Source: an optimization exercise on an open RTL-to-GDS flow (aim: small area, a short achievable clock period and few clock cycles). Production flows keep margins and buffers that such runs may drop. In this exercise RTL edits were held to simulation tests only and were not proved equivalent to the original. Power figures rest on the tool's default switching activity, not on a simulated workload.

Setup of run A:
// source_64bit_mod3
module source_64bit_mod3(s, f, x, e, clk);
output [1:0] s;
output reg f;
input wire [63:0] x;
input wire e;
input wire clk;
wire n1; g_nand2 u1 (.a(x[2]), .b(x[0]), .y(n1));
wire n2; g_nor2 u2 (.a(x[3]), .b(n1), .y(n2));
wire n3; g_nor2 u3 (.a(x[2]), .b(x[0]), .y(n3));
wire n4; g_a21oi u4 (.a1(x[3]), .a2(n3), .b1(n2), .y(n4));
wire n5; g_nand2 u5 (.a(x[1]), .b(n4), .y(n5));
wire n6; g_a211oi u6 (.a1(x[3]), .a2(n1), .b1(n2), .c1(n3), .y(n6));
wire n7; g_o22ai u7 (.a1(x[1]), .a2(n4), .b1(n5), .b2(n6), .y(n7));
wire n8; g_o21a u8 (.a1(x[1]), .a2(n6), .b1(n5), .y(n8));
wire n9; g_nand2 u9 (.a(x[6]), .b(x[4]), .y(n9));
wire n10; g_nor2 u10 (.a(x[7]), .b(n9), .y(n10));
wire n11; g_nor2 u11 (.a(x[6]), .b(x[4]), .y(n11));
wire n12; g_a21oi u12 (.a1(x[7]), .a2(n11), .b1(n10), .y(n12));
wire n13; g_nand2 u13 (.a(x[5]), .b(n12), .y(n13));
wire n14; g_a211oi u14 (.a1(x[7]), .a2(n9), .b1(n10), .c1(n11), .y(n14));
wire n15; g_o22ai u15 (.a1(x[5]), .a2(n12), .b1(n13), .b2(n14), .y(n15));
wire n16; g_o21a u16 (.a1(x[5]), .a2(n14), .b1(n13), .y(n16));
wire n17; g_nand2 u17 (.a(x[10]), .b(x[8]), .y(n17));
wire n18; g_nor2 u18 (.a(x[11]), .b(n17), .y(n18));
wire n19; g_nor2 u19 (.a(x[10]), .b(x[8]), .y(n19));
wire n20; g_a21oi u20 (.a1(x[11]), .a2(n19), .b1(n18), .y(n20));
wire n21; g_nand2 u21 (.a(x[9]), .b(n20), .y(n21));
wire n22; g_a211oi u22 (.a1(x[11]), .a2(n17), .b1(n18), .c1(n19), .y(n22));
wire n23; g_o22ai u23 (.a1(x[9]), .a2(n20), .b1(n21), .b2(n22), .y(n23));
wire n24; g_o21a u24 (.a1(x[9]), .a2(n22), .b1(n21), .y(n24));
wire n25; g_nand2 u25 (.a(x[14]), .b(x[12]), .y(n25));
wire n26; g_nor2 u26 (.a(x[15]), .b(n25), .y(n26));
wire n27; g_nor2 u27 (.a(x[14]), .b(x[12]), .y(n27));
wire n28; g_a21oi u28 (.a1(x[15]), .a2(n27), .b1(n26), .y(n28));
wire n29; g_nand2 u29 (.a(x[13]), .b(n28), .y(n29));
wire n30; g_a211oi u30 (.a1(x[15]), .a2(n25), .b1(n26), .c1(n27), .y(n30));
  ...
Size: about 300 cells after synthesis, roughly 9 flip-flops, ~1600 µm² of cells after synthesis.
Settings: LEC_CHECK=0, CAP_MARGIN=20, CORE_AREA=4 4 62 62, CTS_BUF_LIST=sky130_fd_sc_hd__clkbuf_2, DIE_AREA=0 0 66 66, PLACE_DENSITY=0.85, SLEW_MARGIN=20, SYNTH_HIERARCHICAL=1, BUFFER_PORTS_ARGS=-buffer_cell sky130_fd_sc_hd__buf_1, POST_FLOORPLAN_TCL=/design/flow/flow/downsize.tcl; clock period 4.5 ns.
standard.sh (not shown) runs the stock make flow with config.mk's settings and CLKGATE_MAP_FILE= SYNTH_SCRIPT=/design/flow/synth_recipe.tcl, a recipe that flattens the netlist after the stock synthesis.
==> flow/flow/run.sh <==
#!/bin/bash
HERE=$(pwd)
cat >> config.mk <<EOC
export BUFFER_PORTS_ARGS = -buffer_cell sky130_fd_sc_hd__buf_1
export POST_FLOORPLAN_TCL = $HERE/flow/downsize.tcl
EOC
bash standard.sh > standard.log 2>&1
==> flow/flow/downsize.tcl <==
# After floorplan: put every logic gate that synthesis upsized back to its _1 size.
# Timing repair later in the flow still upsizes whatever it needs to.
set db [ord::get_db]
set block [[$db getChip] getBlock]
set n 0
foreach inst [$block getInsts] {
  set name [[$inst getMaster] getName]
  if {[regexp {^(sky130_fd_sc_hd__(a21oi|a211oi|a22oi|o21ai|o22ai|o21a|nand2|nand3|nor2|nor3|xor2|xnor2))_[248]$} $name -> base]} {
    set new [$db findMaster ${base}_1]
    if {$new ne "NULL" && $new ne ""} {
      $inst swapMaster $new
      incr n
    }
  }
}
puts "downsize.tcl: resized $n instances to drive strength 1"
Run A: done, clean on timing, DRC and antenna
Testbench counts of run A, summed over its fixed seeds: cycles 1,600.
Edits applied to the flow inputs when going from run A to run B:
Settings: PLACE_DENSITY no longer set, was 0.85; DIE_AREA now 0 0 90 90, was 0 0 66 66; CORE_AREA now 5 5 85 85, was 4 4 62 62.
==> comparison <==
Number of fill cells in the layout (run B vs. run A) increases by more than 100%. Diff run A -> run B: final core area utilization went down 28 points; ratio of total power to cell area went down about 1%; data arrival at the endpoint of the critical path held; clock edge transition at the registers on the reported setup and hold paths held. In summary, run A completed successfully, with a layout that passed the timing, design-rule and antenna checks. Run B | status: complete | timing, DRC, antenna: pass.

== build 15 ==
Starting RTL as in the previous note.
Design source_64bit_mod3, start of the top module:
module source_64bit_mod3(s, f, x, e, clk);
output [1:0] s;
output reg f;
input wire [63:0] x;
input wire e;
input wire clk;
wire n1; g_nand2 u1 (.a(x[2]), .b(x[0]), .y(n1));
wire n2; g_nor2 u2 (.a(x[3]), .b(n1), .y(n2));
wire n3; g_nor2 u3 (.a(x[2]), .b(x[0]), .y(n3));
wire n4; g_a21oi u4 (.a1(x[3]), .a2(n3), .b1(n2), .y(n4));
wire n5; g_nand2 u5 (.a(x[1]), .b(n4), .y(n5));
wire n6; g_a211oi u6 (.a1(x[3]), .a2(n1), .b1(n2), .c1(n3), .y(n6));
wire n7; g_o22ai u7 (.a1(x[1]), .a2(n4), .b1(n5), .b2(n6), .y(n7));
wire n8; g_o21a u8 (.a1(x[1]), .a2(n6), .b1(n5), .y(n8));
wire n9; g_nand2 u9 (.a(x[6]), .b(x[4]), .y(n9));
wire n10; g_nor2 u10 (.a(x[7]), .b(n9), .y(n10));
wire n11; g_nor2 u11 (.a(x[6]), .b(x[4]), .y(n11));
wire n12; g_a21oi u12 (.a1(x[7]), .a2(n11), .b1(n10), .y(n12));
wire n13; g_nand2 u13 (.a(x[5]), .b(n12), .y(n13));
wire n14; g_a211oi u14 (.a1(x[7]), .a2(n9), .b1(n10), .c1(n11), .y(n14));
wire n15; g_o22ai u15 (.a1(x[5]), .a2(n12), .b1(n13), .b2(n14), .y(n15));
wire n16; g_o21a u16 (.a1(x[5]), .a2(n14), .b1(n13), .y(n16));
wire n17; g_nand2 u17 (.a(x[10]), .b(x[8]), .y(n17));
wire n18; g_nor2 u18 (.a(x[11]), .b(n17), .y(n18));
wire n19; g_nor2 u19 (.a(x[10]), .b(x[8]), .y(n19));
wire n20; g_a21oi u20 (.a1(x[11]), .a2(n19), .b1(n18), .y(n20));
wire n21; g_nand2 u21 (.a(x[9]), .b(n20), .y(n21));
wire n22; g_a211oi u22 (.a1(x[11]), .a2(n17), .b1(n18), .c1(n19), .y(n22));
wire n23; g_o22ai u23 (.a1(x[9]), .a2(n20), .b1(n21), .b2(n22), .y(n23));
wire n24; g_o21a u24 (.a1(x[9]), .a2(n22), .b1(n21), .y(n24));
wire n25; g_nand2 u25 (.a(x[14]), .b(x[12]), .y(n25));
wire n26; g_nor2 u26 (.a(x[15]), .b(n25), .y(n26));
wire n27; g_nor2 u27 (.a(x[14]), .b(x[12]), .y(n27));
wire n28; g_a21oi u28 (.a1(x[15]), .a2(n27), .b1(n26), .y(n28));
wire n29; g_nand2 u29 (.a(x[13]), .b(n28), .y(n29));
wire n30; g_a211oi u30 (.a1(x[15]), .a2(n25), .b1(n26), .c1(n27), .y(n30));
wire n31; g_o22ai u31 (.a1(x[13]), .a2(n28), .b1(n29), .b2(n30), .y(n31));
wire n32; g_o21a u32 (.a1(x[13]), .a2(n30), .b1(n29), .y(n32));
wire n33; g_nand2 u33 (.a(x[18]), .b(x[16]), .y(n33));
  ...
==> flow/config.mk <==
export PLATFORM = sky130hd
export DESIGN_NAME = source_64bit_mod3
export DESIGN_NICKNAME = source_64bit_mod3
export VERILOG_FILES = /design/flow/design.v
export SDC_FILE = /design/flow/constraint.sdc
export NUM_CORES = 4
export LEC_CHECK = 0
export CAP_MARGIN = 20
export CORE_AREA = 5 5 85 85
export CTS_BUF_LIST = sky130_fd_sc_hd__clkbuf_2
export DIE_AREA = 0 0 90 90
export SETUP_SLACK_MARGIN = 2.4
export SLEW_MARGIN = 20
export SYNTH_HIERARCHICAL = 1
export BUFFER_PORTS_ARGS = -buffer_cell sky130_fd_sc_hd__buf_1
export POST_FLOORPLAN_TCL = /design/flow/flow/downsize.tcl
==> flow/constraint.sdc <==
create_clock -name core_clock -period 4.5 [get_ports {clk}]
set_input_delay 0.9000 -clock core_clock [delete_from_list [all_inputs] [get_ports {clk}]]
set_output_delay 0.9000 -clock core_clock [all_outputs]
set_load 0.01 [all_outputs]
Scripts as last shown in full above: flow/flow/run.sh, flow/flow/downsize.tcl
Build 15 did not stop at any stage, and its layout met the timing, design-rule and antenna checks.
Testbench counts of build 15, summed over its fixed seeds: cycles 1,600.
Input-level comparison between build 95 and build 15:
Settings: removing SETUP_SLACK_MARGIN (formerly 2.4); changing DIE_AREA from 0 0 90 90 to 0 0 66 66; changing CORE_AREA from 5 5 85 85 to 4 4 62 62.
## What came out
- Build 95 ran to completion and came out clean on the timing, design-rule and antenna checks.
- Clock network area share: build 95 higher than build 15
- Taking build 15 as 1.0, build 95 lands at 0.923 on final cell count.
- Compare build 15 and build 95 | via count lower: build 95
- Compared with build 15, build 95 shows a lower die area.
- Delta(final critical-path share of the clock period, build 95 - build 15) > 0
- ~same clock-buffer cell count in build 15 and build 95
- Taking build 15 as the reference point, the power consumption of build 95 falls by 21%.
diff inputs: build 95 => build 35
Settings: POST_GLOBAL_PLACE_TCL now /design/flow/flow/obuf.tcl, previously not set.
-- flow/flow/run.sh --
<<< build 95, line 6
>>> build 35, line 6
export POST_GLOBAL_PLACE_TCL = $HERE/flow/obuf.tcl
==> flow/flow/obuf.tcl (new file) <==
# After global placement: give the output ports a buf_2 instead of buf_1.
set db [ord::get_db]
set block [[$db getChip] getBlock]
set new [$db findMaster sky130_fd_sc_hd__buf_2]
set n 0
foreach inst [$block getInsts] {
  if {[string match "output*" [$inst getName]] && [[$inst getMaster] getName] eq "sky130_fd_sc_hd__buf_1"} {
    $inst swapMaster $new
    incr n
  }
}
puts "obuf.tcl: $n output buffers set to buf_2"
==> results.txt <==
- Build 35 closes out successfully: all stages finished, all timing, DRC and antenna checks passed.
- Build 95 has lower global-route usage than build 35.
- Post-detailed-routing wire length essentially unchanged between build 95 and build 35.
- In terms of clock power share, build 35 and build 95 differ only marginally.
- Switching share of power on build 35 is down relative to build 95.
- Of build 95 and build 35, the higher worst hold slack belongs to build 95.

[what the ideal ports hide]
No port has a modelled driver above. Below, the same layouts with a new extraction and two added sets of constraints.
Step 1 assumes that a clkbuf_16 drives the clock port and a buf_2 every other input.
Step 2 moves the port delays by t, midway between the first and last clock arrival at a register: inputs arrive t later, outputs are due t later. That takes back most of the time a late clock gives input paths.
Slacks: ideal / step 1 / step 2; pairs: ideal / step 1.
run	t (ns)	setup WS [ns]	worst data-port slew with drivers (ns)
run A	0.247	2.337 / 2.319 / 2.240	0.03
run B	0.254	2.326 / 2.305 / 2.201	0.04
build 15	0.255	2.446 / 2.425 / 2.246	0.04
build 95	0.248	2.358 / 2.339 / 2.262	0.03
build 35	0.255	2.368 / 2.349 / 2.264	0.03
After both steps setup and hold are still met in every run listed. For build 15, which loses most, drivers alone change the setup slack by -0.021 ns; drivers and shift together by -0.200 ns.
